Context: an optimization exercise on an open-source flow, tuned for small area and a short achievable clock period. The choices shown serve that exercise and are no tape-out recipe.
At most, simulation tests tie the RTL to the original design; equivalence was not proved.
Power and IR drop assume default switching activity.

## main
==> flow/design.v <==
module cpu( clk, rst_n, hlt, pc, imem_data, dmem_addr, dmem_wdata, dmem_we, dmem_rdata);
    input clk, rst_n;
    output hlt;
    output [15:0] pc;
    input [15:0] imem_data;
    output [15:0] dmem_addr, dmem_wdata;
    output dmem_we;
    input [15:0] dmem_rdata;
    wire [15:0] inst = imem_data;
    wire [3:0] op = inst[15:12];
    wire rst = ~rst_n;
    wire op_add  = (op == 4'h0);
    wire op_sub  = (op == 4'h1);
    wire op_xor  = (op == 4'h2);
    wire op_red  = (op == 4'h3);
    wire op_sll  = (op == 4'h4);
    wire op_sra  = (op == 4'h5);
    wire op_ror  = (op == 4'h6);
    wire op_padd = (op == 4'h7);
    wire op_lw   = (op == 4'h8);
    wire op_sw   = (op == 4'h9);
    wire op_llb  = (op == 4'hA);
    wire op_lhb  = (op == 4'hB);
    wire op_b    = (op == 4'hC);
    wire op_br   = (op == 4'hD);
    wire op_pcs  = (op == 4'hE);
    wire op_hlt  = (op == 4'hF);
    wire op_mem  = op_lw | op_sw;
    wire op_sh   = op_sll | op_sra | op_ror;
    reg [15:0] pc_r;
    reg [2:0] flags_r;    
    reg [255:0] rf;
    wire m2 = op_sw | op_llb | op_lhb;
    wire [15:0] rs, rtr;
    wire [15:0] sel1, sel2;
    genvar d;
    generate for (d = 0; d < 16; d = d + 1) begin : dec
        assign sel1[d] = (inst[7:4] == d);
        assign sel2[d] = m2 ? (inst[11:8] == d) : (inst[3:0] == d);
    end endgenerate
    rdport RP1 (.rf(rf), .sel(sel1), .q(rs));
    rdport RP2 (.rf(rf), .sel(sel2), .q(rtr));
    wire [15:0] rd;
    wire [2:0] flags;
    alu ALU0 (.inst(inst), .rs(rs), .rtr(rtr), .flags_r(flags_r), .rd(rd), .flags(flags));
    wire [15:0] ci, cb;
    wire [14:0] pn, pb;
    assign ci[0] = 1'b1;
    assign cb[0] = 1'b1;
    genvar g;
    generate for (g = 0; g < 15; g = g + 1) begin : pcadd
        wire bb = inst[g < 9 ? g : 8];
        assign pn[g] = pc_r[g+1] ^ ci[g];
        assign ci[g+1] = pc_r[g+1] & ci[g];
        assign pb[g] = pc_r[g+1] ^ bb ^ cb[g];
        assign cb[g+1] = (pc_r[g+1] & bb) | (pc_r[g+1] & cb[g]) | (bb & cb[g]);
    end endgenerate
    wire [15:0] pc_next = {pn, pc_r[0]};
    wire [15:0] pc_br = {pb, pc_r[0]};
    wire fN = flags_r[2], fV = flags_r[1], fZ = flags_r[0];
    reg cond;
    always @(*) begin
        case (inst[11:9])
            3'b000: cond = ~fZ;
            3'b001: cond = fZ;
            3'b010: cond = ~fZ & ~fN;
            3'b011: cond = fN;
            3'b100: cond = fZ | ~fN;
            3'b101: cond = fN | fZ;
            3'b110: cond = fV;
            default: cond = 1'b1;
        endcase
    end
    wire [15:0] pc_new = (op_b & cond) ? pc_br :
                         (op_br & cond) ? rs :
                         op_hlt ? pc_r : pc_next;
    wire rf_we = ~(op_sw | op_b | op_br | op_hlt);
    wire [15:0] wdata = op_lw ? dmem_rdata :
                        op_llb ? {rtr[15:8], inst[7:0]} :
                        op_lhb ? {inst[7:0], rtr[7:0]} :
                        op_pcs ? pc_next : rd;
    integer k;
    always @(posedge clk) begin
        pc_r <= rst ? 16'h0000 : pc_new;
        flags_r <= rst ? 3'b000 : flags;
        for (k = 0; k < 16; k = k + 1)
            if (rst | (rf_we && inst[11:8] == k))
                rf[16*k +: 16] <= wdata & {16{rst_n}};
    end
    assign pc = pc_r;
    assign hlt = op_hlt;
    assign dmem_addr = rd;
    assign dmem_wdata = rtr;
    assign dmem_we = op_sw & rst_n;
endmodule
module rdport(rf, sel, q);
    input [255:0] rf;
    input [15:0] sel;
    output reg [15:0] q;
    integer i;
    always @(*) begin
        q = 16'h0000;
        for (i = 0; i < 16; i = i + 1)
            q = q | (rf[16*i +: 16] & {16{sel[i]}});
    end
endmodule
module alu(inst, rs, rtr, flags_r, rd, flags);
    input [15:0] inst, rs, rtr;
    input [2:0] flags_r;
    output reg [15:0] rd;
    output reg [2:0] flags;
    wire [3:0] op = inst[15:12];
    wire op_add  = (op == 4'h0);
    wire op_sub  = (op == 4'h1);
    wire op_xor  = (op == 4'h2);
    wire op_red  = (op == 4'h3);
    wire op_sll  = (op == 4'h4);
    wire op_sra  = (op == 4'h5);
    wire op_ror  = (op == 4'h6);
    wire op_padd = (op == 4'h7);
    wire op_lw   = (op == 4'h8);
    wire op_sw   = (op == 4'h9);
    wire op_mem  = op_lw | op_sw;
    wire op_sh   = op_sll | op_sra | op_ror;
    wire sub = op_sub;
    wire [15:0] A = op_mem ? {rs[15:1], 1'b0} : rs;
    wire [15:0] Bsrc = op_mem ? {{11{inst[3]}}, inst[3:0], 1'b0} : rtr;
    wire [15:0] B = sub ? ~Bsrc : Bsrc;
    wire k4  = ~op_padd;
    wire k8  = ~(op_padd | op_red);
    wire k12 = ~op_padd;
    wire [18:0] xa = {A[15:12], k12, A[11:8], k8, A[7:4], k4, A[3:0]};
    wire [18:0] xb = {B[15:12], 1'b0, B[11:8], 1'b0, B[7:4], 1'b0, B[3:0]};
    wire [19:0] xs = xa + xb + {18'b0, sub};
    wire [15:0] S = {xs[18:15], xs[13:10], xs[8:5], xs[3:0]};
    wire ovf = (A[15] == B[15]) & (S[15] != A[15]);
    wire [15:0] addsat = ovf ? (A[15] ? 16'h0100 : 16'h7FFF) : S;
    wire ov0 = (A[3] == B[3]) & (S[3] != A[3]);
    wire ov1 = (A[7] == B[7]) & (S[7] != A[7]);
    wire [15:0] padd;
    assign padd[3:0]   = ov0 ? (A[3] ? 4'h1 : 4'h7) : S[3:0];
    assign padd[7:4]   = ov1 ? (A[7] ? 4'h1 : 4'h7) : S[7:4];
    assign padd[11:8]  = (ov0 & ~(A[11] ^ B[11])) ? (A[11] ? 4'h1 : 4'h7) : S[11:8];
    assign padd[15:12] = (ov0 & ~(A[15] ^ B[15])) ? (A[15] ? 4'h1 : 4'h7) : S[15:12];
    wire c1 = xs[9];
    wire c2 = xs[19];
    wire [8:0] ab = {1'b0, S[7:0]} + {1'b0, S[15:8]};
    wire kk = ab[8];
    wire [4:0] T = {4'b0, kk} + (c1 ? 5'd15 : 5'd0) + (c2 ? 5'd15 : 5'd0);
    wire [15:0] red = {{4{T[4]}}, T[3:0], ab[7:0]};
    wire [3:0] n = inst[3:0];
    wire [3:0] r = op_sll ? (4'd0 - n) : n;
    wire [15:0] s1 = r[0] ? {rs[0],   rs[15:1]} : rs;
    wire [15:0] s2 = r[1] ? {s1[1:0], s1[15:2]} : s1;
    wire [15:0] s3 = r[2] ? {s2[3:0], s2[15:4]} : s2;
    wire [15:0] s4 = r[3] ? {s3[7:0], s3[15:8]} : s3;
    wire [15:0] lowm = ~(16'hFFFF << n);
    wire [15:0] him  = ~(16'hFFFF >> n);
    wire [15:0] kill = ({16{op_sll}} & lowm) | ({16{op_sra}} & him);
    wire [15:0] fill = {16{op_sra & rs[15]}} & him;
    wire [15:0] sh = (s4 & ~kill) | fill;
    always @(*) begin
        case (op)
            4'h0, 4'h1: rd = addsat;
            4'h2: rd = rs ^ rtr;
            4'h3: rd = red;
            4'h4, 4'h5, 4'h6: rd = sh;
            4'h7: rd = padd;
            4'h8, 4'h9: rd = S;
            4'hA, 4'hB: rd = rtr;
            default: rd = rs;
        endcase
    end
    always @(*) begin
        if (op_add | op_sub)
            flags = {~ovf & S[15], ovf, ~ovf & (S == 16'h0000)};
        else if (op_xor | op_sh)
            flags = {flags_r[2:1], flags_r[0] | (rd == 16'h0000)};
        else
            flags = flags_r;
    end
endmodule
export LEC_CHECK = 0
export CAP_MARGIN = 20
export CORE_MARGIN = 2
export CORE_UTILIZATION = 40
export CTS_CLUSTER_DIAMETER = 80
export CTS_CLUSTER_SIZE = 22
export PLACE_DENSITY = 0.6
export SETUP_SLACK_MARGIN = 5
export SLEW_MARGIN = 20
export SYNTH_HIERARCHICAL = 1
create_clock -name core_clock -period 22.0 [get_ports {clk}]
standard.sh (not shown) runs the stock make flow with config.mk's settings and CLKGATE_MAP_FILE= SYNTH_SCRIPT=/design/flow/synth_recipe.tcl, a recipe that flattens the netlist after the stock synthesis.
==> flow/flow/run.sh <==
#!/bin/bash
# The standard layout (standard.sh) with two changes:
#  - synthesis is ORFS's synth.tcl and synth_recipe.tcl unchanged except for the one ABC call,
#    which maps each module with its own ABC script: alu with $W/flow/abc_area2.script, rdport with $S/abc_speed.script,
#    cpu with $W/flow/abc_area2.script (scripts named flow/... are in this folder, the others are ORFS's);
#  - the port buffers are buf_2 cells.
# make's output goes to standard.log; ORFS keeps each step's log under orfs/logs/.
set -euo pipefail
W=$(pwd)
S=$FLOW_HOME/scripts
ALU=$W/flow/abc_area2.script; RDP=$S/abc_speed.script; CPU=$W/flow/abc_area2.script
sed 's|^  log_cmd abc {\*}\$abc_args$|  log_cmd abc {*}[lreplace $abc_args 1 1 '"$ALU"'] alu\n  log_cmd abc {*}[lreplace $abc_args 1 1 '"$RDP"'] rdport\n  log_cmd abc {*}[lreplace $abc_args 1 1 '"$CPU"'] cpu|' \
  "$S/synth.tcl" > "$W/flow_synth.tcl"
grep -q "lreplace .abc_args 1 1 $CPU. cpu" "$W/flow_synth.tcl"
sed "s|source \$::env(SCRIPTS_DIR)/synth.tcl|source $W/flow_synth.tcl|" "$W/synth_recipe.tcl" > "$W/flow_synth_recipe.tcl"
grep -q "source $W/flow_synth.tcl" "$W/flow_synth_recipe.tcl"
sed "s|SYNTH_SCRIPT=[^ ]*|SYNTH_SCRIPT=$W/flow_synth_recipe.tcl|" "$W/standard.sh" > "$W/standard_mix.sh"
grep -q "SYNTH_SCRIPT=$W/flow_synth_recipe.tcl" "$W/standard_mix.sh"
export BUFFER_PORTS_ARGS="-buffer_cell sky130_fd_sc_hd__buf_2"
bash "$W/standard_mix.sh" > standard.log 2>&1
==> flow/flow/abc_area2.script <==
strash
&get -n
&dch -f
&nf -R 1000
&put
topo
stime -c
buffer -c
upsize -c
dnsize -c
## Diff of input files: the feature branch against main
-- flow/design.v --
<<< main, line 127
    wire [15:0] Bsrc = op_mem ? {{11{inst[3]}}, inst[3:0], 1'b0} : rtr;
    wire [15:0] B = sub ? ~Bsrc : Bsrc;
    wire k4  = ~op_padd;
    wire k8  = ~(op_padd | op_red);
    wire k12 = ~op_padd;
    wire [18:0] xa = {A[15:12], k12, A[11:8], k8, A[7:4], k4, A[3:0]};
    wire [18:0] xb = {B[15:12], 1'b0, B[11:8], 1'b0, B[7:4], 1'b0, B[3:0]};
    wire [19:0] xs = xa + xb + {18'b0, sub};
    wire [15:0] S = {xs[18:15], xs[13:10], xs[8:5], xs[3:0]};
    wire ovf = (A[15] == B[15]) & (S[15] != A[15]);
    wire [15:0] addsat = ovf ? (A[15] ? 16'h0100 : 16'h7FFF) : S;
    wire ov0 = (A[3] == B[3]) & (S[3] != A[3]);
    wire ov1 = (A[7] == B[7]) & (S[7] != A[7]);
    wire [15:0] padd;
    assign padd[3:0]   = ov0 ? (A[3] ? 4'h1 : 4'h7) : S[3:0];
    assign padd[7:4]   = ov1 ? (A[7] ? 4'h1 : 4'h7) : S[7:4];
    assign padd[11:8]  = (ov0 & ~(A[11] ^ B[11])) ? (A[11] ? 4'h1 : 4'h7) : S[11:8];
    assign padd[15:12] = (ov0 & ~(A[15] ^ B[15])) ? (A[15] ? 4'h1 : 4'h7) : S[15:12];
    wire c1 = xs[9];
    wire c2 = xs[19];
    wire [8:0] ab = {1'b0, S[7:0]} + {1'b0, S[15:8]};
    wire kk = ab[8];
>>> the feature branch, line 127
    wire [15:0] Bsrc = op_mem ? {{11{inst[3]}}, inst[3:0], 1'b0} : rtr;
    wire [15:0] B = sub ? ~Bsrc : Bsrc;
    wire k8 = ~op_red;
    wire [16:0] xa = {A[15:8], k8, A[7:0]};
    wire [16:0] xb = {B[15:8], 1'b0, B[7:0]};
    wire [17:0] xs = xa + xb + {16'b0, sub};
    wire [15:0] S = {xs[16:9], xs[7:0]};
    wire ovf = (A[15] == B[15]) & (S[15] != A[15]);
    wire [15:0] addsat = ovf ? (A[15] ? 16'h0100 : 16'h7FFF) : S;
    wire [3:0] n0 = rs[3:0] + rtr[3:0];
    wire [3:0] n1 = rs[7:4] + rtr[7:4];
    wire [3:0] n2 = rs[11:8] + rtr[11:8];
    wire [3:0] n3 = rs[15:12] + rtr[15:12];
    wire ov0 = (rs[3] == rtr[3]) & (n0[3] != rs[3]);
    wire ov1 = (rs[7] == rtr[7]) & (n1[3] != rs[7]);
    wire [15:0] padd;
    assign padd[3:0]   = ov0 ? (rs[3] ? 4'h1 : 4'h7) : n0;
    assign padd[7:4]   = ov1 ? (rs[7] ? 4'h1 : 4'h7) : n1;
    assign padd[11:8]  = (ov0 & ~(rs[11] ^ rtr[11])) ? (rs[11] ? 4'h1 : 4'h7) : n2;
    assign padd[15:12] = (ov0 & ~(rs[15] ^ rtr[15])) ? (rs[15] ? 4'h1 : 4'h7) : n3;
    wire c1 = xs[8];
    wire c2 = xs[17];
    wire [8:0] ab = {1'b0, S[7:0]} + {1'b0, S[15:8]};
    wire kk = ab[8];
[summary]
Netlist area before placement, main and the feature branch: lower on main
On clock slew at the register clock pins of the worst setup and hold paths, the higher figure sits with main, not the feature branch.
Across both runs, wire length after detailed routing was higher for the feature branch than for main.
main -> the feature branch: fraction of registers with async set or reset after synthesis delta 0, exact match
From main to the feature branch the numbers moved as follows: insertion delay of the later-clocked pin in the worst-skew pair rose by 0.02 ns; routed wire length on met3 rose by 12%.
[the feature branch vs main] shortest clock period the worst path allows after layout: lower in the feature branch
Sort main and the feature branch by cell area power density desc -> top: main
Against main, the feature branch reports a setup slack that is higher.
Final area was higher in the feature branch than in main.
Looking at largest stage delay on the critical path, the feature branch sits 0.13 ns higher than main does.
The RTL of main was laid out without a check of its function.

re-timing with driven ports:
The flow's constraints put no driver on any port. The routed layouts listed below were extracted and timed again, unchanged, in two steps.
Step 1, drivers: a clkbuf_16 drives clk and a buf_2 each remaining input, both assumed.
Step 2 moves the port delays by t, midway between the first and last clock arrival at a register: inputs arrive t later, outputs are due t later. That takes back most of the time a late clock gives input paths.
Slacks: ideal ports / drivers / drivers and shift; pairs: ideal ports / drivers.
run | shift t [ns] | slack for setup (ns) | clock arrival spread, ns
main | 0.570 | 5.516 / 5.492 / 5.492 | 0.024 / 0.023
the feature branch | 0.587 | 5.720 / 5.661 / 5.661 | 0.028 / 0.028
After both steps setup and hold are still met in every run listed. For the feature branch, which loses most, drivers alone change the setup slack by -0.059 ns; drivers and shift together by -0.059 ns.
